This is an optimization exercise on Yosys and OpenROAD, whose aim is small area and few clock cycles, not a production implementation.
RTL that was checked went through simulation tests only; none was proved equivalent to the original.
Function not checked in run 5: the RTL went through the layout flow alone.
No run shown here takes its clock network from TritonCTS; it comes from the design's own scripts or RTL.
The clock input has no modelled driver; a real chip could not lean on it and would need a root buffer or a full tree.
Power is estimated from default activity; no workload was simulated.

==> flow/flow/run.sh <==
#!/bin/bash
export BUFFER_PORTS_ARGS="-buffer_cell sky130_fd_sc_hd__buf_1"
export PRE_CTS_TCL="$PWD/flow/cts_pre.tcl"
export CLK_ROOT_MASTER=sky130_fd_sc_hd__clkbuf_4
export CLK_LEAF_MASTER=sky130_fd_sc_hd__clkbuf_4
export CLK_GROUPS=6
bash standard.sh > standard.log 2>&1
==> flow/flow/cts_pre.tcl <==
# Sourced by ORFS cts.tcl just before clock_tree_synthesis (PRE_CTS_TCL).
# The design has about 60 clock sinks in a small area, so the clock tree is
# built here as two levels: one root buffer driving a few leaf buffers, each
# leaf at the centroid of a near equal share of the sinks (split by position).
# Every register sees the same number of buffers on its clock path.
# This replaces clock_tree_synthesis for this run.

rename clock_tree_synthesis orfs_clock_tree_synthesis

proc cts_center { iterms } {
  set sx 0
  set sy 0
  foreach it $iterms {
    set bbox [[$it getInst] getBBox]
    set sx [expr { $sx + ([$bbox xMin] + [$bbox xMax]) / 2 }]
    set sy [expr { $sy + ([$bbox yMin] + [$bbox yMax]) / 2 }]
  }
  set n [llength $iterms]
  return [list [expr { $sx / $n }] [expr { $sy / $n }]]
}

proc cts_coord { it axis } {
  set bbox [[$it getInst] getBBox]
  if { $axis == "x" } {
    return [expr { ([$bbox xMin] + [$bbox xMax]) / 2 }]
  }
  return [expr { ([$bbox yMin] + [$bbox yMax]) / 2 }]
}

# split a list of sink pins into n groups of near equal size by position,
# halving the count each time and alternating between y and x
proc cts_split { iterms n axis } {
  if { $n <= 1 } {
    return [list $iterms]
  }
  set keyed {}
  foreach it $iterms {
    lappend keyed [list [cts_coord $it $axis] $it]
  }
  set sorted {}
  foreach k [lsort -integer -index 0 $keyed] {
    lappend sorted [lindex $k 1]
  }
  set n1 [expr { $n / 2 }]
  set n2 [expr { $n - $n1 }]
  set cut [expr { ([llength $sorted] * $n1 + $n / 2) / $n }]
  set next [expr { $axis == "x" ? "y" : "x" }]
  return [concat \
    [cts_split [lrange $sorted 0 [expr { $cut - 1 }]] $n1 $next] \
    [cts_split [lrange $sorted $cut end] $n2 $next]]
}

proc cts_add_buffer { block master name in_net out_net loc } {
  set buf [odb::dbInst_create $block $master $name]
  [$buf findITerm A] connect $in_net
  [$buf findITerm X] connect $out_net
  $buf setLocation [lindex $loc 0] [lindex $loc 1]
  $buf setPlacementStatus PLACED
  return $buf
}

proc clock_tree_synthesis { args } {
  set db [ord::get_db]
  set block [ord::get_db_block]
  set root_master [$db findMaster $::env(CLK_ROOT_MASTER)]
  set leaf_master [$db findMaster $::env(CLK_LEAF_MASTER)]
  set groups $::env(CLK_GROUPS)
  set clk [$block findNet clock]
  set sinks [$clk getITerms]
  puts "clock tree: [llength $sinks] sinks, $groups leaf buffers"

  set root_net [odb::dbNet_create $block clknet_0_clock]
  $root_net setSigType CLOCK
  set i 0
  foreach group [cts_split $sinks $groups y] {
    set leaf_net [odb::dbNet_create $block clknet_1_${i}_clock]
    $leaf_net setSigType CLOCK
    foreach it $group {
      $it disconnect
      $it connect $leaf_net
    }
    cts_add_buffer $block $leaf_master clkbuf_1_${i}_clock $root_net $leaf_net \
      [cts_center $group]
    incr i
  }
  cts_add_buffer $block $root_master clkbuf_0_clock $clk $root_net [cts_center $sinks]
  global_connect
  set_propagated_clock [all_clocks]
}
==> flow/standard.sh <==
#!/bin/bash
# synth_recipe.tcl (not shown) runs the flow's synth.tcl, then flattens the netlist and writes it again
# the make line also repeats each setting of config.mk as NAME=value (left out here)
make -C /OpenROAD-flow-scripts/flow DESIGN_CONFIG=/design/flow/config.mk WORK_HOME=/design/flow/orfs CLKGATE_MAP_FILE= SYNTH_SCRIPT=/design/flow/synth_recipe.tcl "${@:-finish}"
==> flow/config.mk <==
export PLATFORM = sky130hd
export DESIGN_NAME = data_pipe_nto1
export DESIGN_NICKNAME = data_pipe_nto1
export VERILOG_FILES = /design/flow/design.v
export SDC_FILE = /design/flow/constraint.sdc
export NUM_CORES = 4
export LEC_CHECK = 0
export CAP_MARGIN = 0
export CORE_MARGIN = 2
export CORE_UTILIZATION = 40
export PLACE_DENSITY = 0.45
export SLEW_MARGIN = 0
export SYNTH_HIERARCHICAL = 1
==> flow/constraint.sdc <==
create_clock -name core_clock -period 5.0 [get_ports {clock}]
set_input_delay 1.0000 -clock core_clock [delete_from_list [all_inputs] [get_ports {clock}]]
set_output_delay 1.0000 -clock core_clock [all_outputs]
set_load 0.01 [all_outputs]
==> flow/design.v <==
`timescale 1ns/1ps
module fifo_hdl_verb #(
	parameter				DSIZE		= 8,
	parameter				DEPTH		= 16,
	parameter				ALMOST		= 3,
	parameter[DSIZE-1:0]	DEF_VALUE	= 0,
    parameter               FIRST_WORD_FALL_THROUGH = "ON"
)(
	input				wr_clk 			,
	input				wr_rst_n        ,
	input				wr_en           ,
	input [DSIZE-1:0]	wr_data         ,
	output[4:0]			wr_count        ,
	output				full            ,
	output				almost_full     ,
	input				rd_clk			,
	input				rd_rst_n        ,
	input				rd_en           ,
	output[DSIZE-1:0]	rd_data         ,
	output[4:0]			rd_count        ,
	output				empty           ,
	output				almost_empty
);
reg     inner_rd_en;
wire    rd_en_tri;
wire    buf_vld;
generate
if(FIRST_WORD_FALL_THROUGH=="ON")
    assign rd_en_tri = (rd_en && buf_vld) || inner_rd_en;
else
    assign rd_en_tri = rd_en;
endgenerate
localparam	RSIZE	= 	(DEPTH<16)?  4 :
						(DEPTH<32)?  5 :
      					(DEPTH<64)?  6 :
						(DEPTH<128)? 7 : 8;
reg	[RSIZE-1:0]	wr_point,rd_point;
wire	rst_n;
assign	rst_n	= wr_rst_n && rd_rst_n;
reg 	full_flag,empty_flag;
reg 	wr_step,rd_step;
reg [DEPTH-1:0]     rd_b_flag;
reg [DEPTH-1:0]     wr_b_flag;
always@(posedge wr_clk,negedge rst_n)begin
    if(~rst_n)  wr_b_flag   <= {DEPTH{1'b0}};
    else begin
        if(wr_en && !full_flag)begin
            if(wr_b_flag[wr_point] == rd_b_flag[wr_point])
                    wr_b_flag[wr_point] <= !wr_b_flag[wr_point];
            else    wr_b_flag[wr_point] <= wr_b_flag[wr_point];
        end else    wr_b_flag           <= wr_b_flag;
end end
always@(posedge rd_clk,negedge rst_n)begin
    if(~rst_n)  rd_b_flag   <= {DEPTH{1'b0}};
    else begin
        if(( rd_en_tri) && !empty_flag)begin
            if(rd_b_flag[rd_point] != wr_b_flag[rd_point])
                    rd_b_flag[rd_point] <= ~rd_b_flag[rd_point];
            else    rd_b_flag[rd_point] <= rd_b_flag[rd_point];
        end else    rd_b_flag           <= rd_b_flag;
end end
always@(posedge wr_clk,negedge rst_n)
	if(~rst_n)		wr_point	<= {RSIZE{1'b0}};
	else begin
		if(wr_en && !full_flag)begin
			if(wr_point == DEPTH-1)
					wr_point	<= {RSIZE{1'b0}};
			else	wr_point	<= wr_point + 1'b1;
		end else 	wr_point	<= wr_point;
	end
always@(posedge rd_clk,negedge rst_n)
	if(~rst_n)		rd_point	<= {RSIZE{1'b0}};
	else begin
		if(( rd_en_tri) && !empty_flag)begin
			if(rd_point == DEPTH-1)
					rd_point	<= {RSIZE{1'b0}};
			else	rd_point	<= rd_point + 1'b1;
		end else	rd_point	<= rd_point;
	end
always@(posedge wr_clk,negedge rst_n)
	if(~rst_n)		wr_step	<= 1'b0;
	else begin
		if(wr_point == DEPTH-1 && wr_en && !full_flag)
					wr_step	<= ~wr_step;
		else		wr_step	<= wr_step;
	end
always@(posedge rd_clk,negedge rst_n)
	if(~rst_n)		rd_step	<= 1'b0;
	else begin
		if(rd_point == DEPTH-1 && ( rd_en_tri) && !empty_flag)
					rd_step	<= ~rd_step;
		else		rd_step	<= rd_step;
	end
reg	[RSIZE-1:0]	next_wr_point;
always@(posedge wr_clk,negedge rst_n)
	if(~rst_n)		next_wr_point	<= {RSIZE{1'b0}}+1'b1;
	else begin
		if(wr_en &&   !full_flag)begin
			if(next_wr_point == DEPTH-1)
					next_wr_point	<= {RSIZE{1'b0}};
			else	next_wr_point	<= next_wr_point + 1'b1;
		end else 	next_wr_point	<= next_wr_point;
	end
reg	[RSIZE-1:0]	next_rd_point;
always@(posedge rd_clk,negedge rst_n)
	if(~rst_n)		next_rd_point	<= {RSIZE{1'b0}}+1'b1;
	else begin
		if(( rd_en_tri) &&   !empty_flag)begin
			if(next_rd_point == DEPTH-1)
					next_rd_point	<= {RSIZE{1'b0}};
			else	next_rd_point	<= next_rd_point + 1'b1;
		end else 	next_rd_point	<= next_rd_point;
	end
always@(posedge wr_clk,negedge rst_n)
	if(~rst_n)	full_flag	<= 1'b0;
    else begin
        if(wr_en && !full_flag)
                full_flag	<= wr_b_flag[next_wr_point] != rd_b_flag[next_wr_point];
        else    full_flag	<= wr_b_flag[wr_point] != rd_b_flag[wr_point];
    end
    always@(posedge rd_clk,negedge rst_n)
    	if(~rst_n)	empty_flag	<= 1'b1;
    	else begin
            if((rd_en_tri) && !empty_flag && FIRST_WORD_FALL_THROUGH=="ON")
                    empty_flag	<= rd_b_flag[next_rd_point] == wr_b_flag[next_rd_point];
         	else    empty_flag	<= rd_b_flag[rd_point] == wr_b_flag[rd_point];
        end
reg 	almost_full_flag,almost_empty_flag;
always@(posedge wr_clk,negedge rst_n)
	if(~rst_n)	almost_full_flag	<= 1'b0;
	else 		almost_full_flag	<= {wr_step^rd_step,wr_point} >= ((DEPTH-ALMOST) + rd_point);
always@(posedge rd_clk,negedge rst_n)
	if(~rst_n)	almost_empty_flag	<= 1'b1;
	else 		almost_empty_flag	<= {wr_step^rd_step,wr_point} <= (ALMOST+rd_point);
reg [DSIZE-1:0]	data [DEPTH-1:0];
always@(posedge wr_clk,negedge rst_n)begin:MEM_BLOCK
integer	II;
	if(~rst_n)begin
		for(II=0;II<DEPTH;II=II+1)
			data[II]	<= DEF_VALUE;
	end else begin
		if(wr_en && !full_flag)
				data[wr_point]	<= wr_data;
		else	data[wr_point]	<= data[wr_point];
end end
reg [DSIZE-1:0]		rd_data_reg;
always@(posedge rd_clk,negedge rst_n)
	if(~rst_n)		rd_data_reg	<= DEF_VALUE;
	else
    	if(rd_en)
                rd_data_reg	<= data[rd_point];
        else    rd_data_reg <= rd_data_reg;
reg [4:0]	wr_cnt_reg,rd_cnt_reg;
always@(posedge wr_clk,negedge rst_n)
	if(~rst_n)	wr_cnt_reg	<= 5'd0;
	else if(full_flag)
				wr_cnt_reg	<= DEPTH;
	else if(wr_step^rd_step)
				wr_cnt_reg	<= (DEPTH+wr_point)-rd_point;
	else		wr_cnt_reg	<= wr_point - rd_point;
always@(posedge rd_clk,negedge rst_n)
	if(~rst_n)	rd_cnt_reg	<= 5'd0;
	else if(empty_flag)
				rd_cnt_reg	<= 5'd0;
	else if(wr_step^rd_step)
				rd_cnt_reg	<= (DEPTH+wr_point)-rd_point;
	else		rd_cnt_reg	<= wr_point - rd_point;
logic[DSIZE-1:0]        ff_rd_data;
logic                   ff_rd_data_vld;
logic[9-1:0]            ff_rd_count;
logic                   ff_empty;
logic                   first_ff_vld_exec;
always@(posedge rd_clk,negedge rst_n)
    if(~rst_n)      ff_rd_data_vld  <= 1'b0;
    else begin
        case({ff_rd_data_vld,rd_en,!empty_flag})
        3'b000: ff_rd_data_vld  <= 1'b0;
        3'b001: ff_rd_data_vld  <= 1'b1;
        3'b010: ff_rd_data_vld  <= 1'b0;
        3'b011: ff_rd_data_vld  <= 1'b1;
        3'b100: ff_rd_data_vld  <= 1'b1;
        3'b101: ff_rd_data_vld  <= 1'b1;
        3'b110: ff_rd_data_vld  <= 1'b0;
        3'b111: ff_rd_data_vld  <= 1'b1;
        default:ff_rd_data_vld  <= 1'b0;
        endcase
    end
always@(posedge rd_clk,negedge rst_n)
    if(~rst_n)      first_ff_vld_exec  <= 1'b0;
    else begin
        case({ff_rd_data_vld,rd_en,!empty_flag})
        3'b000: first_ff_vld_exec  <= first_ff_vld_exec;
        3'b001: first_ff_vld_exec  <= 1'b1;
        3'b010: first_ff_vld_exec  <= first_ff_vld_exec;
        3'b011: first_ff_vld_exec  <= 1'b1;
        3'b100: first_ff_vld_exec  <= 1'b1;
        3'b101: first_ff_vld_exec  <= 1'b1;
        3'b110: first_ff_vld_exec  <= first_ff_vld_exec;
        3'b111: first_ff_vld_exec  <= 1'b1;
        default:first_ff_vld_exec  <= first_ff_vld_exec;
        endcase
    end
always@(posedge rd_clk,negedge rst_n)
    if(~rst_n)      ff_empty  <= 1'b1;
    else begin
        case({ff_rd_data_vld,rd_en,!empty_flag})
        3'b000: ff_empty  <= ~(1'b0) || 1'b0 ;   
        3'b001: ff_empty  <= ~(1'b1) || 1'b1 ;  
        3'b010: ff_empty  <= ~(1'b0) || 1'b0 ;  
        3'b011: ff_empty  <= ~(1'b1) || 1'b1 ;  
        3'b100: ff_empty  <= ~(1'b1) || 1'b0 ;  
        3'b101: ff_empty  <= ~(1'b1) || 1'b0 ;  
        3'b110: ff_empty  <= ~(1'b0) || 1'b0 ;  
        3'b111: ff_empty  <= ~(1'b1) || 1'b0 ;  
        default:ff_empty  <= ~(1'b0) || 1'b0 ;  
        endcase
    end
always@(posedge rd_clk,negedge rst_n)
    if(~rst_n)      ff_rd_data  <= 1'b0;
    else begin
        case({ff_rd_data_vld,rd_en,!empty_flag})
        3'b000: ff_rd_data  <= ff_rd_data;
        3'b001: ff_rd_data  <= data[rd_point];
        3'b010: ff_rd_data  <= ff_rd_data;
        3'b011: ff_rd_data  <= data[rd_point];
        3'b100: ff_rd_data  <= ff_rd_data;
        3'b101: ff_rd_data  <= ff_rd_data;
        3'b110: ff_rd_data  <= ff_rd_data;
        3'b111: ff_rd_data  <= data[rd_point];
        default:ff_rd_data  <= ff_rd_data;
        endcase
    end
generate
if(FIRST_WORD_FALL_THROUGH == "ON")
always@(posedge rd_clk,negedge rst_n)
    if(~rst_n)      inner_rd_en  <= 1'b0;
    else begin
        case({ff_rd_data_vld,rd_en,!empty_flag})
        3'b000: inner_rd_en  <= 1'b0;
        3'b001: inner_rd_en  <= 1'b1;
        3'b010: inner_rd_en  <= 1'b0;
        3'b011: inner_rd_en  <= 1'b1;
        3'b100: inner_rd_en  <= 1'b0;
        3'b101: inner_rd_en  <= 1'b0;
        3'b110: inner_rd_en  <= 1'b0;
        3'b111: inner_rd_en  <= 1'b0;
        default:inner_rd_en  <= 1'b0;
        endcase
    end
else
assign inner_rd_en = rd_en;
endgenerate
assign	rd_data	= ff_rd_data;
assign buf_vld = ff_rd_data_vld;
assign	full		= full_flag;
assign	empty		= FIRST_WORD_FALL_THROUGH=="OFF"? empty_flag : ff_empty;
assign	almost_full	= almost_full_flag;
assign	almost_empty= almost_empty_flag;
assign	rd_data		= FIRST_WORD_FALL_THROUGH=="OFF"? rd_data_reg : ff_rd_data;
assign	wr_count	= wr_cnt_reg;
assign	rd_count	= rd_cnt_reg;
endmodule
`timescale 1ns/1ps
module data_pipe_nto1 #(
    parameter   DSIZE   = 8,
    parameter   NSIZE   = 8
)(
    input                           clock,
    input                           rst_n,
    input [DSIZE*NSIZE-1:0]         wr_data,
    input                           wr_vld,
    output logic                    wr_ready,
    output logic[DSIZE-1:0]         rd_data,
    output logic                    rd_vld,
    input                           rd_ready
);
localparam CW = 3;    
localparam SW = DSIZE*(NSIZE-1);
logic [CW-1:0]  cnt;
logic [SW-1:0]  st;          
logic [SW-1:0]  st_nxt;
logic           inv;         
logic           empty;
logic           fire;
logic           ld, sh, hd;
assign empty    = (cnt == {CW{1'b0}});
assign wr_ready = empty && rd_ready && rst_n;
assign rd_vld   = !empty || (wr_vld && wr_ready);
assign fire     = rd_vld && rd_ready;
generate for (genvar B = 0; B < DSIZE; B++) begin : g_out
    out_bit u_out (.w(wr_data[DSIZE*(NSIZE-1) + B]), .s(st[SW-DSIZE + B]), .inv(inv),
                   .pass(empty), .y(rd_data[B]));
end endgenerate
always @(posedge clock, negedge rst_n)
    if (!rst_n)     cnt <= {CW{1'b0}};
    else            cnt <= {cnt[2] ^ (fire && cnt[1] && cnt[0]),
                            cnt[1] ^ (fire && cnt[0]),
                            cnt[0] ^ fire};
assign ld = empty;
assign sh = !empty && rd_ready;
assign hd = !rd_ready;
genvar K;
generate for (K = 0; K < SW; K++) begin : g_st
    aoi222 u_nxt (.a(wr_data[K]), .sa(ld), .b(st[(K+SW-DSIZE) % SW]), .sb(sh),
                  .c(st[K]), .sc(hd), .y(st_nxt[K]));
end endgenerate
always @(posedge clock) begin
    st  <= st_nxt;
    inv <= empty || !inv;
end
endmodule
module aoi222 (
    input   a, sa, b, sb, c, sc,
    output  y
);
assign y = !((a && sa) || (b && sb) || (c && sc));
endmodule
module out_bit (
    input   w, s, inv, pass,
    output  y
);
assign y = pass ? w : (s ^ inv);
endmodule
==> results of run 1 <==
cells in the mapped netlist:
library cell | count | area share [%]
nand2b_1 | 1 | 0.31
dfrtp_1 | 3 | 3.7
inv_1 | 1 | 0.19
nor2_1 | 1 | 0.19
a21oi_1 | 1 | 0.25
xnor2_1 | 9 | 3.9
nand2_1 | 10 | 1.9
ha_1 | 1 | 0.62
a222oi_1 | 56 | 28
nand3_1 | 2 | 0.50
and3_1 | 1 | 0.31
o21ai_1 | 8 | 2.0
dfxtp_1 | 57 | 57
nor3_4 | 1 | 0.81
xor2_1 | 1 | 0.44
per-layer routing:
layer,vias up,GRT usage [%]
li1,884,-
met1,873,21.7
met2,77,29.1
met3,9,2.41
met4,0,3.97
met5,-,0
flip-flops by register name, indices dropped and copies added, names as in the netlist:
name  count
st       56
cnt       3
inv       1
critical path, cell delays in order, from the launching register on:
cell and delay (ns):
dfrtp_1 0.45, nor3_4 0.49, buf_4 0.38, nand2_1 0.08, o21ai_1 0.07, buf_1 0.16
cell type report:
class / count / area (um2)
Fill cell: 453 / 2320
Sequential cell: 60 / 1220
Multi-Input combinational cell: 92 / 793
Timing Repair Buffer: 81 / 319
Tap cell: 67 / 83.8
Buffer: 7 / 52.6
Inverter: 1 / 3.75
cell families after synthesis:
| family | count (synthesis) | synth area share (%) |
|---|---|---|
| and+or+nand+nor | 16 | 3.99 |
| xor gates and xnor gates | 10 | 4.37 |
| adders and majority gates | 1 | 0.624 |
| AOI/OAI and AO/OA | 65 | 30.2 |
| buffers and inverters | 1 | 0.187 |
| DFF | 60 | 60.6 |
where the power goes:
group          internal, uW  switching [uW]  leakage, uW
Sequential              744             186     0.000516
Clock                  65.5             137    0.0000322
Combinational           286             285     0.000333
Yosys stat by module, one instance, submodules excluded:
module          cell area (um2)  times used  cells inside
data_pipe_nto1             1310           1            73
out_bit                    17.5           8             3
aoi222                     10.0          56             1
path summary, 6_finish.rpt:
kind	cells past startpoint	to	from
setup / recovery	5	rd_data[2]	cnt[1]$_DFF_PN0_
hold / removal	1	cnt[2]$_DFF_PN0_	rst_n
setup reg to reg	4	st[53]$_DFF_P_	cnt[1]$_DFF_PN0_
hold reg to reg	1	st[42]$_DFF_P_	st[34]$_DFF_P_
max in group asynchronous	1	cnt[0]$_DFF_PN0_	rst_n
min in group core_clock	1	st[42]$_DFF_P_	st[34]$_DFF_P_
stage by stage:
stage	cells	power (uW)	hold slack, ns	cell area (um2)
floorplan	153	1310	0.421	2010
global placement	301	1480	0.427	2420
detailed placement	301	1510	0.436	2420
CTS	308	1720	0.416	2470
global route	308	1830	0.417	2470
finish	308	1700	0.441	2470
==> results.toml, run 1 <==
[die]
die_y_um = 74.8
ios = 78
core-area_um2 = 4790
initial_utilization_pct = 41.9
rows = 25
die_area_um2 = 5600
dieWidth_um = 74.8

[drt]
drc = 0
dr_wl_met2_um = 2410
wl_per_cell_um = 16.4
dr.pass1.iters = 13
postRouteAntennaNets = 0
avgViaCountPerCell = 5.98
wl_met1_um = 2220
wl_met3_um = 335
dr_total_vias = 1843
top_layer = "met4"
drt_iter0_drc = 261
wl_um = 5050

[synthesis]
synth_seq_cells = 60
ys_types = 15
ys_seq_area_share_pct = 60.6
syn_inst = 153
postSynthAreaPerCell_um2 = 13.1
synth_area_um2 = 2010
yosysWarnings = 7
syn_nets = 222

[clocking]
ctsHoldBuffers = 0
cts_resized = 0
insertion_delay_ns = 0.38
path_clk_slew_ns = 0.10
post_cts_buffers = 0

[min_path]
min_path_type = "input port to async pin"

[timing]
finalSetupTns_ns = 0
min_period_over_period_pct = 60.4
hold_viol = 0
fmax_mhz = 331
drv_slew = 0
fin_worst_skew_ns = 0.00649
rsz0062_at_grt = "no"
tightest_slew_ns = 1.18
fin_crit_ns = 3.02
fin_ws_ns = 1.98
setup_violations = 0
slew_headroom_pct = 21.0

[final_layout]
area_delta_synth_final_pct = 23.1
post-route-util_pct = 51.6
layout_common_cells = "77 x buf_1, 57 x dfxtp_1, 56 x a222oi_1, 10 x nand2_1, 9 x xnor2_1"
fin_nets = 312
drive_above_1_share_pct = 5.39
final_common_cell = "buf_1"
n_antenna_cell = 0

[place]
port_buffers = 77
dpl_worst_slack_ns = 2.37
place_hpwl_um = 3240
place.gp.congestion = 0.760

[global_route]
grt_pass1_wl_um = 7560
grt_max_degree = 58
grtUsageTotal_pct = 16.6
first_global_vias = 1714
grt_antenna_before_repair = 0
grt.overflow.total = 0

[worst_setup_path]
required_ns = 4.00
worstSetupPathType = "flop to output pin"
cp.arrival_ns = 2.02
cp-end-kind = "output pin"
r2r_slack_ns = 2.87
worstPathMaxFanout = 26
cp-start-kind = "flop"

[run]
cap_violations = 0

[power]
powerDensity_nw_per_um2 = 690
leakagePower_uw = 0.000881
peakVddDrop_v = 0.000303

[outcome]
outcome = "complete, no violations"
Testbench counts, summed over its fixed seeds: cycles 25,600.
==> run 2, diff against run 1 <==
--- a/flow/config.mk
+++ b/flow/config.mk
@@ -8,6 +8,6 @@
 export CAP_MARGIN = 0
 export CORE_MARGIN = 2
 export CORE_UTILIZATION = 40
-export PLACE_DENSITY = 0.45
+export PLACE_DENSITY = 0.6
 export SLEW_MARGIN = 0
 export SYNTH_HIERARCHICAL = 1
==> run 2 against run 1 <==
Wire length shrank 5.6%. Maximum frequency grew 10%. First-iteration DRC count grew 9.6%. Flip-flop and latch count is the same. Critical path depth is the same. Final cell count shrank 0.32%. Core utilization shrank 0.16 points. Hold slack gained 0.0055 ns. Clock power is essentially flat. Die area is the same.
==> results.toml, run 2 <==
[outcome]
outcome = "complete, no violations"

[place]
port_buffers = 77
place.gp.congestion = 0.682
place_hpwl_um = 2960
dpl_worst_slack_ns = 2.37
postPlaceCellArea_um2 = 2410

[synthesis]
yosysTopAreaCellShare_pct = 56.9
syn_inst = 153
async_flop_share_pct = 5.00
yosysWarnings = 7
synth_area_um2 = 2010
synth_top_area_cell = "dfxtp_1"
synth_flop_cell = "dfxtp_1"
syn_nets = 222
ys_types = 15
synth_most_common_cell = "dfxtp_1"
ys_seq_area_share_pct = 60.6
postSynthAreaPerCell_um2 = 13.1
synth-edff-count = 0
synth_seq_cells = 60
synthTopCellsByArea = "dfxtp_1 57%, a222oi_1 28%, xnor2_1 3.9%"
synth_common_cells = "57 x dfxtp_1, 56 x a222oi_1, 10 x nand2_1, 9 x xnor2_1, 8 x o21ai_1"

[final_layout]
final_common_cell = "buf_1"
final_cell_area_um2 = 2460
multiInputGateArea_um2 = 793
regMostFlops = "st"
top_regs = "st (56), cnt (3), inv (1)"
fill_cells = 458
n_antenna_cell = 0
drive_above_1_share_pct = 5.00
regArea_um2 = 1220
layout_common_cells = "77 x buf_1, 57 x dfxtp_1, 56 x a222oi_1, 10 x nand2_1, 9 x xnor2_1"
area_delta_synth_final_pct = 22.7
fin_nets = 311
post-route-util_pct = 51.4
largest_register_ffs = 56

[drt]
dr_total_vias = 1832
wl_per_cell_um = 15.5
avgViaCountPerCell = 5.97
wl_um = 4770
dr.pass1.iters = 12
drc = 0
drt_iter0_drc = 286
postRouteAntennaNets = 0

[clocking]
ctsHoldBuffers = 0
path_clk_slew_ns = 0.10
cts_resized = 0
insertion_delay_ns = 0.37
post_cts_buffers = 0

[timing]
hold_viol = 0
fin_crit_ns = 2.74
setup_violations = 0
tightest_slew_ns = 1.19
min_period_over_period_pct = 54.8
drv_slew = 0
fin_ws_ns = 2.26
slew_headroom_pct = 20.6
rsz0062_at_grt = "no"
fmax_mhz = 365
finalSetupTns_ns = 0
fin_worst_skew_ns = 0.00646

[worst_setup_path]
required_ns = 4.00
path_buf_inv = 2
path_depth = 5
cp-start-kind = "flop"
cp-end-kind = "output pin"
worst_r2r_path_depth = 4
cpPeakStageDelay_ns = 0.44
worstPathMaxFanout = 38
crit_family = "buffers and inverters"
worstSetupPathType = "flop to output pin"
crit_slowest_cell = "dfrtp_1"
crit_chain = "nor3_4 -> buf_4 -> nand2_1 -> o21ai_1 -> buf_1"
cp.arrival_ns = 1.74

[power]
p_sw_share_pct = 35.4
peakVddDrop_v = 0.000269
leakagePower_uw = 0.000876
pwr-share-comb_pct = 33.3
clockPowerShare_pct = 12.1
p_seq_share_pct = 54.7
p_sw_uw = 598
p_int_uw = 1090
total_power_uw = 1690
powerDensity_nw_per_um2 = 686

[die]
core-area_um2 = 4790
die_area_um2 = 5600
dieWidth_um = 74.8
rows = 25
ios = 78
die_y_um = 74.8
initial_utilization_pct = 41.9

[global_route]
grtUsageTotal_pct = 16.0
grt_pass1_wl_um = 7360
grt_max_degree = 58
grt.overflow.total = 0
first_global_vias = 1602
grt_antenna_before_repair = 0

[min_path]
hold_depth = 1
min_path_type = "flop to flop"

[run]
cap_violations = 0
## run 2: cell types whose count changed in the layout (fill, tap and decap cells not counted)
cell   before  now
buf_4       4    3
## run 2: power by group through the flow
stage | Sequential (uW) | Clock, uW | Combinational (uW)
2_1_floorplan | 885 | 0 | 422
3_3_place_gp | 933 | 0 | 556
3_5_place_dp | 930 | 0 | 565
4_1_cts | 922 | 212 | 568
5_1_grt | 956 | 224 | 629
6_report | 924 | 204 | 562
## run 2: area by class of cell
cell class / count / area share, %
buffer: 7 / 2.14
multi-input combinational: 92 / 32.2
tap: 67 / 3.41
sequential: 60 / 49.4
timing repair buffer: 80 / 12.7
inverter: 1 / 0.153
## run 2: cells by family (layout without fill, tap and decap cells)
group / count (synthesis) / count (layout) / synth area share (%)
AO/OA/AOI/OAI: 65 / 65 / 30.2
flip-flops: 60 / 60 / 60.6
AND/OR/NAND/NOR: 16 / 16 / 3.99
XOR/XNOR: 10 / 10 / 4.37
adder cells (fa/ha/maj): 1 / 1 / 0.624
buffers and inverters: 1 / 88 / 0.187
## run 2: worst paths after layout
kind	start	slack, ns	to
worst min register to register	st[12]$_DFF_P_	0.45	st[20]$_DFF_P_
worst max-delay path	cnt[1]$_DFF_PN0_	2.26	rd_data[1]
worst max register to register	cnt[1]$_DFF_PN0_	2.93	st[15]$_DFF_P_
max in group asynchronous	rst_n	4.34	cnt[1]$_DFF_PN0_
min in group asynchronous	rst_n	0.46	cnt[2]$_DFF_PN0_
worst min-delay path	st[12]$_DFF_P_	0.45	st[20]$_DFF_P_
## run 2: metal layers
metal / wire [um] / global-route usage [%] / part of all wire [%]
met1: 2240 / 23.4 / 47
met3: 375 / 2.95 / 7.9
met4: 24 / 2.18 / 0.50
met2: 2120 / 25.7 / 44
met5: 0 / 0 / 0
## run 2: through the flow
| step | hold WS, ns | instances |
|---|---|---|
| after CTS | 0.441 | 307 |
| after detailed placement | 0.433 | 300 |
| final | 0.447 | 307 |
| after floorplan | 0.421 | 153 |
| after global placement | 0.426 | 300 |
| after global routing | 0.453 | 307 |
## run 2: modules after synthesis, one instance, submodules excluded
module	cells inside	area (um2)	flip-flops and latches
data_pipe_nto1	73	1310	60
out_bit	3	17.5	0
aoi222	1	10.0	0
==> run 3, diff against run 2 <==
==> flow/flow/run.sh (replaced) <==
#!/bin/bash
export BUFFER_PORTS_ARGS="-buffer_cell sky130_fd_sc_hd__buf_1"
export PRE_CTS_TCL="$PWD/flow/cts_pre.tcl"
export CLK_ROOT_MASTER=sky130_fd_sc_hd__clkbuf_2
export CLK_LEAF_MASTER=sky130_fd_sc_hd__clkbuf_4
export CLK_GROUPS=5
bash standard.sh > standard.log 2>&1
==> run 3 against run 2 <==
Hold slack worse by 0.0018 ns. Still clean. First-iteration DRC count is 13% higher. Final cell count is 0.33% lower. Sequential power hardly changed.
==> results.toml, run 3 <==
[power]
clockPowerShare_pct = 10.9
leakagePower_uw = 0.000871
p_sw_share_pct = 35.4
peakVddDrop_v = 0.000275
total_power_uw = 1670
powerDensity_nw_per_um2 = 680
p_int_uw = 1080
p_sw_uw = 589
p_seq_share_pct = 55.4
pwr-share-comb_pct = 33.8

[final_layout]
top_regs = "st (56), cnt (3), inv (1)"
fin_nets = 310
fill_cells = 461
n_antenna_cell = 0
post-route-util_pct = 51.2
largest_register_ffs = 56
final_common_cell = "buf_1"
final_cell_area_um2 = 2450
drive_above_1_share_pct = 4.60
area_delta_synth_final_pct = 22.2
regMostFlops = "st"
layout_common_cells = "77 x buf_1, 57 x dfxtp_1, 56 x a222oi_1, 10 x nand2_1, 9 x xnor2_1"

[worst_setup_path]
cp-start-kind = "flop"
crit_chain = "nor3_4 -> buf_4 -> nand2_1 -> o21ai_1 -> buf_1"
worstPathMaxFanout = 38
crit_slowest_cell = "dfrtp_1"
cpPeakStageDelay_ns = 0.44
required_ns = 4.00
cp.arrival_ns = 1.76
worstSetupPathType = "flop to output pin"
cp-end-kind = "output pin"

[drt]
dr_total_vias = 1825
wl_um = 4720
avgViaCountPerCell = 5.96
postRouteAntennaNets = 0
drc = 0
wl_per_cell_um = 15.4
drt_iter0_drc = 323
dr.pass1.iters = 14

[global_route]
grt_antenna_before_repair = 0
grt_pass1_wl_um = 7370
grt_max_degree = 58
grtUsageTotal_pct = 16.1
first_global_vias = 1601
grt.overflow.total = 0

[outcome]
outcome = "complete, no violations"

[timing]
setup_violations = 0
fin_ws_ns = 2.24
hold_viol = 0
fmax_mhz = 362
fin_worst_skew_ns = 0.00755
finalSetupTns_ns = 0
fin_crit_ns = 2.76
tightest_slew_ns = 1.20
drv_slew = 0
rsz0062_at_grt = "no"
slew_headroom_pct = 19.9
min_period_over_period_pct = 55.3

[die]
ios = 78
die_area_um2 = 5600
core-area_um2 = 4790
rows = 25
die_y_um = 74.8
dieWidth_um = 74.8
initial_utilization_pct = 41.9

[place]
place.gp.congestion = 0.682
place_hpwl_um = 2960
dpl_worst_slack_ns = 2.37
port_buffers = 77
postPlaceCellArea_um2 = 2410

[clocking]
post_cts_buffers = 0
ctsHoldBuffers = 0
path_clk_slew_ns = 0.11
insertion_delay_ns = 0.38
cts_resized = 0

[synthesis]
async_flop_share_pct = 5.00
synth_flop_cell = "dfxtp_1"
ys_seq_area_share_pct = 60.6
yosysTopAreaCellShare_pct = 56.9
synthTopCellsByArea = "dfxtp_1 57%, a222oi_1 28%, xnor2_1 3.9%"
synth_top_area_cell = "dfxtp_1"
synth_most_common_cell = "dfxtp_1"
postSynthAreaPerCell_um2 = 13.1
synth_seq_cells = 60
syn_nets = 222
synth_common_cells = "57 x dfxtp_1, 56 x a222oi_1, 10 x nand2_1, 9 x xnor2_1, 8 x o21ai_1"
syn_inst = 153
synth_area_um2 = 2010
ys_types = 15
yosysWarnings = 7
synth-edff-count = 0

[min_path]
min_path_type = "input port to async pin"

[run]
cap_violations = 0
[run 3: cell counts after synthesis]
No cell type changed its count.
[run 3: critical path: cells and delay by family, from the launching register on]
kind,cells,cell delay (ns)
flops,1,0.44
compound gates,1,0.09
simple gates,2,0.30
buf+inv,2,0.54
[run 3: logic make-up after synthesis]
group | Yosys count | synth area share [%]
AO/OA/AOI/OAI | 65 | 30.2
buffers and inverters | 1 | 0.187
AND/OR/NAND/NOR | 16 | 3.99
flip-flops | 60 | 60.6
XOR/XNOR | 10 | 4.37
adder cells (fa/ha/maj) | 1 | 0.624
[run 3: through the flow]
| step | cells | hold slack (ns) |
|---|---|---|
| final | 306 | 0.445 |
| after global routing | 306 | 0.408 |
| after CTS | 306 | 0.412 |
| after detailed placement | 300 | 0.433 |
| after global placement | 300 | 0.426 |
| after floorplan | 153 | 0.421 |
[run 3: final timing paths]
| kind | startpoint | endpoint | slack (ns) | cells after the start |
|---|---|---|---|---|
| max reg2reg | cnt[1]$_DFF_PN0_ | st[15]$_DFF_P_ | 2.93 | 4 |
| min in group core_clock | st[30]$_DFF_P_ | st[38]$_DFF_P_ | 0.45 | 1 |
| max | cnt[1]$_DFF_PN0_ | rd_data[1] | 2.24 | 5 |
| max in group asynchronous | rst_n | cnt[1]$_DFF_PN0_ | 4.35 | 1 |
| min reg2reg | st[30]$_DFF_P_ | st[38]$_DFF_P_ | 0.45 | 1 |
| min | rst_n | cnt[2]$_DFF_PN0_ | 0.45 | 1 |
[run 3: routing by layer]
layer	routed length, um	up-vias	global-route usage, %
met5	0	-	0
met4	20	0	1.59
met3	294	2	2.81
met2	2210	58	26.2
met1	2190	888	23.4
li1	-	877	-
[run 3: area by class of cell]
type | instances | area, um2 | area share (%)
flip-flops and latches | 60 | 1220 | 49.6
multi-input cells | 92 | 793 | 32.4
repair buffers | 80 | 312 | 12.7
well taps | 67 | 83.8 | 3.42
plain buffers | 6 | 42.5 | 1.74
inverters | 1 | 3.75 | 0.153
[run 3: modules after synthesis (local to each module, per instance)]
module | area (um2) | cells
data_pipe_nto1 | 1310 | 73
aoi222 | 10.0 | 1
out_bit | 17.5 | 3
[run 3: power by group through the flow]
stage	logic [uW]	clock network, uW	registers [uW]
2_1_floorplan	422	0	885
3_3_place_gp	556	0	933
3_5_place_dp	565	0	930
4_1_cts	567	192	921
5_1_grt	628	210	955
6_report	563	181	922
==> run 4, diff against run 3 <==
--- a/flow/design.v
+++ b/flow/design.v
@@ -301,8 +301,12 @@
 assign hd = !rd_ready;
 genvar K;
 generate for (K = 0; K < SW; K++) begin : g_st
-    aoi222 u_nxt (.a(wr_data[K]), .sa(ld), .b(st[(K+SW-DSIZE) % SW]), .sb(sh),
-                  .c(st[K]), .sc(hd), .y(st_nxt[K]));
+    if (K < DSIZE) begin : g_last
+        oai22  u_nxt (.a(wr_data[K]), .sa(hd), .b(st[K]), .sb(ld), .y(st_nxt[K]));
+    end else begin : g_mid
+        aoi222 u_nxt (.a(wr_data[K]), .sa(ld), .b(st[K-DSIZE]), .sb(sh),
+                      .c(st[K]), .sc(hd), .y(st_nxt[K]));
+    end
 end endgenerate
 always @(posedge clock) begin
     st  <= st_nxt;
@@ -321,3 +325,9 @@
 );
 assign y = pass ? w : (s ^ inv);
 endmodule
+module oai22 (
+    input   a, sa, b, sb,
+    output  y
+);
+assign y = !((a || sa) && (b || sb));
+endmodule
==> flow/flow/run.sh (replaced) <==
#!/bin/bash
export BUFFER_PORTS_ARGS="-buffer_cell sky130_fd_sc_hd__buf_1"
export PRE_CTS_TCL="$PWD/flow/cts_pre.tcl"
export CLK_ROOT_MASTER=sky130_fd_sc_hd__clkbuf_2
export CLK_LEAF_MASTER=sky130_fd_sc_hd__clkbuf_4
export CLK_GROUPS=6
bash standard.sh > standard.log 2>&1
==> run 4 against run 3 <==
Worst setup slack worse by 0.31 ns. Hold slack worse by 0.0043 ns. Final cell count is 0.33% lower. Largest cell class unchanged.
==> results.toml, run 4 <==
[power]
total_power_uw = 1650
peakVddDrop_v = 0.000312
powerDensity_nw_per_um2 = 679
leakagePower_uw = 0.000860

[final_layout]
multiInputGateArea_um2 = 763
regArea_um2 = 1220
n_antenna_cell = 0
final_common_cell = "buf_1"
fin_nets = 309
final_cell_count_no_fill = 305
area_delta_synth_final_pct = 22.8
drive_above_1_share_pct = 4.62
regMostFlops = "st"
layout_common_cells = "77 x buf_1, 57 x dfxtp_1, 48 x a222oi_1, 10 x nand2_1, 9 x xnor2_1"
largest_register_ffs = 56
fill_cells = 458
top_regs = "st (56), cnt (3), inv (1)"

[place]
place.gp.congestion = 0.707
dp.cells = 298
dpl_worst_slack_ns = 2.16
port_buffers = 77
place_hpwl_um = 2760

[clocking]
ctsHoldBuffers = 0
cts_resized = 0
post_cts_buffers = 0
insertion_delay_ns = 0.40
path_clk_slew_ns = 0.09

[worst_setup_path]
path_depth = 5
required_ns = 4.00
cp-start-kind = "flop"
path_buf_inv = 2
cp.arrival_ns = 2.08
cp-end-kind = "output pin"
crit_family = "simple AND/OR/NAND/NOR gates"
r2r_slack_ns = 2.95
crit_chain = "nor3_4 -> buf_12 -> nand2_1 -> o21ai_1 -> buf_1"
worst_r2r_path_depth = 4
reg2reg_from = "cnt[1]$_DFF_PN0_"
worstSetupPathType = "flop to output pin"
cpPeakStageDelay_ns = 0.57
worstPathMaxFanout = 62
crit_path_start = "cnt[1]$_DFF_PN0_"
crit_slowest_cell = "nor3_4"

[timing]
tightest_slew_ns = 1.02
slew_headroom_pct = 31.7
hold_viol = 0
fin_worst_skew_ns = 0.00821
fin_ws_ns = 1.92
drv_slew = 0
fin_crit_ns = 3.08
setup_violations = 0
fmax_mhz = 325
rsz0062_at_grt = "no"
min_period_over_period_pct = 61.5
finalSetupTns_ns = 0

[synthesis]
synth_area_um2 = 1980
synth_flop_cell = "dfxtp_1"
synth-edff-count = 0
syn_inst = 153
postSynthAreaPerCell_um2 = 12.9
syn_nets = 222
synth_top_area_cell = "dfxtp_1"
yosysWarnings = 7
synthTopCellsByArea = "dfxtp_1 58%, a222oi_1 24%, xnor2_1 4.0%"
ys_types = 16
synth_most_common_cell = "dfxtp_1"
synth_common_cells = "57 x dfxtp_1, 48 x a222oi_1, 10 x nand2_1, 9 x xnor2_1"
synth_seq_cells = 60
yosysTopAreaCellShare_pct = 57.8
async_flop_share_pct = 5.00
ys_seq_area_share_pct = 61.6

[global_route]
grt_max_degree = 63
grt.overflow.total = 0
first_global_vias = 1455
grtUsageTotal_pct = 14.4
grt_pass1_wl_um = 6560
grt_antenna_before_repair = 0

[drt]
dr_total_vias = 1765
dr.pass1.iters = 8
wl_per_cell_um = 14.5
postRouteAntennaNets = 0
drt_iter0_drc = 305
wl_um = 4420
drc = 0
avgViaCountPerCell = 5.79

[run]
cap_violations = 0

[die]
core-area_um2 = 4750
rows = 25
die_area_um2 = 5520
dieWidth_um = 74.3
die_y_um = 74.3
initial_utilization_pct = 41.6
ios = 78

[min_path]
hold_depth = 1
min_path_type = "flop to flop"
hp-start = "st[5]$_DFF_P_"

[outcome]
outcome = "complete, no violations"
==> run 4: layout make-up <==
type                            count  share of cell area (%)
Sequential cell                    60                    50.1
Multi-Input combinational cell     92                    31.5
Timing Repair Buffer               78                    12.7
Tap cell                           67                    3.46
Buffer                              7                    2.06
Inverter                            1                   0.155
==> run 4: cell families after synthesis <==
logic type / synth area share [%]
simple gates: 4.05
compound gates: 29.1
xor+xnor: 4.43
fa+ha+maj: 0.633
buf+inv: 0.190
flops: 61.6
==> run 4: power by group <==
group          internal [uW]  total, uW  switching, uW
Combinational            277        551            274
Sequential               742        903            161
Clock                   61.0        194            133
Total                   1080       1650            568
==> run 4: worst paths after layout <==
| check | end |
|---|---|
| max | rd_data[3] |
| min | st[5]$_DFF_P_ |
| max reg2reg | st[39]$_DFF_P_ |
| min reg2reg | st[5]$_DFF_P_ |
| max in group asynchronous | cnt[1]$_DFF_PN0_ |
| min in group asynchronous | cnt[0]$_DFF_PN0_ |
==> run 4: layer usage <==
layer / part of all wire, % / vias up / track usage [%]
met3: 7.0 / 2 / 2.57
li1: - / 858 / -
met4: 0.34 / 0 / 1.59
met1: 45 / 835 / 20.5
met5: 0 / - / 0
met2: 48 / 70 / 23.8
==> run 4: modules after synthesis, one instance, submodules excluded <==
module / copies in the design / flip-flops and latches / cells / cell area (um2)
data_pipe_nto1: 1 / 60 / 73 / 1310
out_bit: 8 / 0 / 3 / 17.5
oai22: 8 / 0 / 1 / 6.26
aoi222: 48 / 0 / 1 / 10.0
==> run 4: per-stage QoR <==
stage / hold slack (ns) / util [%] / instance area [um2]
6_report: 0.441 / 51.0 / 2430
5_1_grt: 0.405 / 51.0 / 2430
4_1_cts: 0.405 / 51.0 / 2430
3_5_place_dp: 0.428 / 50.0 / 2380
3_3_place_gp: 0.419 / 50.0 / 2380
2_1_floorplan: 0.411 / - / 1980
Testbench counts of run 4, summed over its fixed seeds: cycles 25,600.
==> run 5, diff against run 4 <==
--- a/flow/design.v
+++ b/flow/design.v
@@ -283,7 +283,9 @@
 logic           empty;
 logic           fire;
 logic           ld, sh, hd;
-assign empty    = (cnt == {CW{1'b0}});
+logic           empty_st;
+is_zero u_empty    (.v(cnt), .z(empty));
+is_zero u_empty_st (.v(cnt), .z(empty_st));
 assign wr_ready = empty && rd_ready && rst_n;
 assign rd_vld   = !empty || (wr_vld && wr_ready);
 assign fire     = rd_vld && rd_ready;
@@ -296,7 +298,7 @@
     else            cnt <= {cnt[2] ^ (fire && cnt[1] && cnt[0]),
                             cnt[1] ^ (fire && cnt[0]),
                             cnt[0] ^ fire};
-assign ld = empty;
+assign ld = empty_st;
 assign sh = !empty && rd_ready;
 assign hd = !rd_ready;
 genvar K;
@@ -331,3 +333,9 @@
 );
 assign y = !((a || sa) && (b || sb));
 endmodule
+module is_zero (
+    input   [2:0]   v,
+    output          z
+);
+assign z = (v == 3'd0);
+endmodule
==> run 5 against run 4 <==
Die area rose by 1.1%. Core utilization barely moved. Largest power group unchanged. Wire length rose by 0.16%. First-iteration DRC count fell by 16%. Register-to-register slack got worse by 0.20 ns. Highest routed layer unchanged. Sequential share of layout area fell by 0.33 points. Combinational power rose by 0.9%. Sequential power rose by 0.7%. Still clean on timing, DRC and antenna. Critical path depth did not move.
==> results.toml, run 5 <==
[die]
die_area_um2 = 5580
die_y_um = 74.7
dieWidth_um = 74.7
rows = 25
ios = 78
core-area_um2 = 4790
initial_utilization_pct = 41.8

[synthesis]
yosysTopAreaCellShare_pct = 57.1
ys_seq_area_share_pct = 60.9
synth_most_common_cell = "dfxtp_1"
async_flop_share_pct = 5.00
yosysWarnings = 7
synth_seq_cells = 60
synth_flop_cell = "dfxtp_1"
synth_common_cells = "57 x dfxtp_1, 48 x a222oi_1, 10 x nand2_1"
syn_inst = 155
synth_top_area_cell = "dfxtp_1"
postSynthAreaPerCell_um2 = 12.9
ys_types = 17
synthTopCellsByArea = "dfxtp_1 57%, a222oi_1 24%, dfrtp_1 3.8%"
syn_nets = 224
synth-edff-count = 0
synth_area_um2 = 2000

[worst_setup_path]
cp-start-kind = "flop"
cpPeakStageDelay_ns = 0.91
crit_chain = "nor3_2 -> and3_1 -> nand2_1 -> nand2_1 -> buf_1"
cp.arrival_ns = 2.33
worstSetupPathType = "flop to output pin"
crit_path_start = "cnt[1]$_DFF_PN0_"
required_ns = 4.00
cp-end-kind = "output pin"
crit_path_frequent_cell = "nand2_1"
worstPathMaxFanout = 21
reg2reg_from = "cnt[1]$_DFF_PN0_"
worst_r2r_path_depth = 3
crit_slowest_cell = "nor3_2"

[power]
powerDensity_nw_per_um2 = 679
peakVddDrop_v = 0.000273
leakagePower_uw = 0.000867

[drt]
drc = 0
wl_um = 4430
drt_iter0_drc = 257
avgViaCountPerCell = 5.78
postRouteAntennaNets = 0
wl_per_cell_um = 14.4
dr_total_vias = 1773
dr.pass1.iters = 14

[min_path]
hp-start = "st[7]$_DFF_P_"
hold_depth = 1
min_path_type = "flop to flop"

[timing]
fin_crit_ns = 3.33
finalSetupTns_ns = 0
hold_viol = 0
min_period_over_period_pct = 66.6
tightest_slew_ns = 1.10
slew_headroom_pct = 26.5
fmax_mhz = 301
drv_slew = 0
fin_worst_skew_ns = 0.00388
setup_violations = 0
rsz0062_at_grt = "no"

[place]
place.gp.congestion = 0.670
port_buffers = 77
dp.cells = 300
place_hpwl_um = 2810

[global_route]
grt_max_degree = 59
grtUsageTotal_pct = 14.8
grt.overflow.total = 0
grt_pass1_wl_um = 6750
first_global_vias = 1477
grt_antenna_before_repair = 0

[clocking]
cts_resized = 0
insertion_delay_ns = 0.39
ctsHoldBuffers = 0
path_clk_slew_ns = 0.10
post_cts_buffers = 0

[final_layout]
layout_common_cells = "77 x buf_1, 57 x dfxtp_1, 48 x a222oi_1, 10 x nand2_1"
fill_cells = 443
largest_register_ffs = 56
regMostFlops = "st"
fin_nets = 311
drive_above_1_share_pct = 5.83
final_common_cell = "buf_1"
final_cell_count_no_fill = 307
area_delta_synth_final_pct = 22.2
multiInputGateArea_um2 = 792
regArea_um2 = 1220
n_antenna_cell = 0
top_regs = "st (56), cnt (3), inv (1)"

[outcome]
outcome = "complete, no violations"

[run]
cap_violations = 0
==> run 5: worst paths after layout <==
kind | endpoint | slack [ns]
max | rd_vld | 1.67
min reg2reg | st[7]$_DFF_P_ | 0.44
min in group asynchronous | cnt[0]$_DFF_PN0_ | 0.46
max reg2reg | st[46]$_DFF_P_ | 2.75
min | st[7]$_DFF_P_ | 0.44
max in group asynchronous | cnt[1]$_DFF_PN0_ | 4.31
==> run 5: kinds of logic after synthesis <==
logic type / after synthesis / synth area share [%]
simple gates: 18 / 4.45
fa+ha+maj: 1 / 0.626
compound gates: 65 / 29.5
xor+xnor: 10 / 4.38
buf+inv: 1 / 0.188
flops: 60 / 60.9
==> run 5: layout make-up <==
type                            count  area share, %
Buffer                              7           2.05
Inverter                            1          0.154
Multi-Input combinational cell     94           32.4
Sequential cell                    60           49.8
Tap cell                           67           3.43
Timing Repair Buffer               78           12.1
==> run 5: worst max-delay path: cells and delay by family, from the launching register on <==
family	cells	cell delay, ns
buffers and inverters	1	0.15
flip-flops	1	0.45
AND/OR/NAND/NOR	4	1.33
==> run 5: per-layer routing <==
metal	GRT usage [%]	wire length [um]	vias up
li1	-	-	871
met1	22.2	2090	836
met2	23.1	2010	61
met3	1.87	280	5
met4	2.78	51	0
met5	0	0	-
==> run 5: stage by stage <==
| stage | total power (uW) | utilization (%) | hold slack, ns | area (um2) | setup slack [ns] |
|---|---|---|---|---|---|
| after floorplan | 1290 | - | 0.411 | 2000 | 1.53 |
| after global placement | 1470 | 50.0 | 0.422 | 2390 | 2.09 |
| after detailed placement | 1480 | 50.0 | 0.428 | 2390 | 2.07 |
| after CTS | 1680 | 51.0 | 0.411 | 2440 | 1.60 |
| after global routing | 1790 | 51.0 | 0.424 | 2440 | 1.42 |
| final | 1660 | 51.0 | 0.438 | 2440 | 1.67 |
==> run 5: modules after synthesis, one instance, submodules excluded <==
module	cells	cell area (um2)	flops+latches	copies in the design
is_zero	1	10.0	0	2
oai22	1	6.26	0	8
out_bit	3	17.5	0	8
data_pipe_nto1	73	1310	60	1
aoi222	1	10.0	0	48
==> run 5: power breakdown <==
| part | internal [uW] | switching, uW | leakage [uW] |
|---|---|---|---|
| Sequential | 743 | 167 | 0.000516 |
| Combinational | 276 | 279 | 0.000320 |
| Clock | 61.0 | 134 | 0.0000318 |
| Total | 1080 | 580 | 0.000867 |

==> what the ideal ports hide <==
The results above use ideal ports. As a check the final layouts listed here were re-extracted and re-timed, cells and wires unchanged.
Step 1, drivers: a clkbuf_16 drives clock and a buf_2 each remaining input, both assumed.
Step 2 times the ports against the registers' clock, not the clock port: input delays grow and output delays shrink by t, the midpoint of the rising clock arrivals with the driver on.
Three values: ideal ports, drivers, drivers and shift; two values: the first two.
run	shift t [ns]	setup slack, ns	latest minus earliest clock arrival (ns)
run 1	0.397	1.982 / 1.957 / 2.345	0.009 / 0.008
run 2	0.390	2.259 / 2.234 / 2.382	0.007 / 0.007
run 3	0.404	2.237 / 2.213 / 2.383	0.008 / 0.008
run 4	0.415	1.923 / 1.899 / 2.140	0.008 / 0.008
run 5	0.414	1.672 / 1.648 / 2.062	0.004 / 0.004
After both steps setup and hold are still met in every run listed.
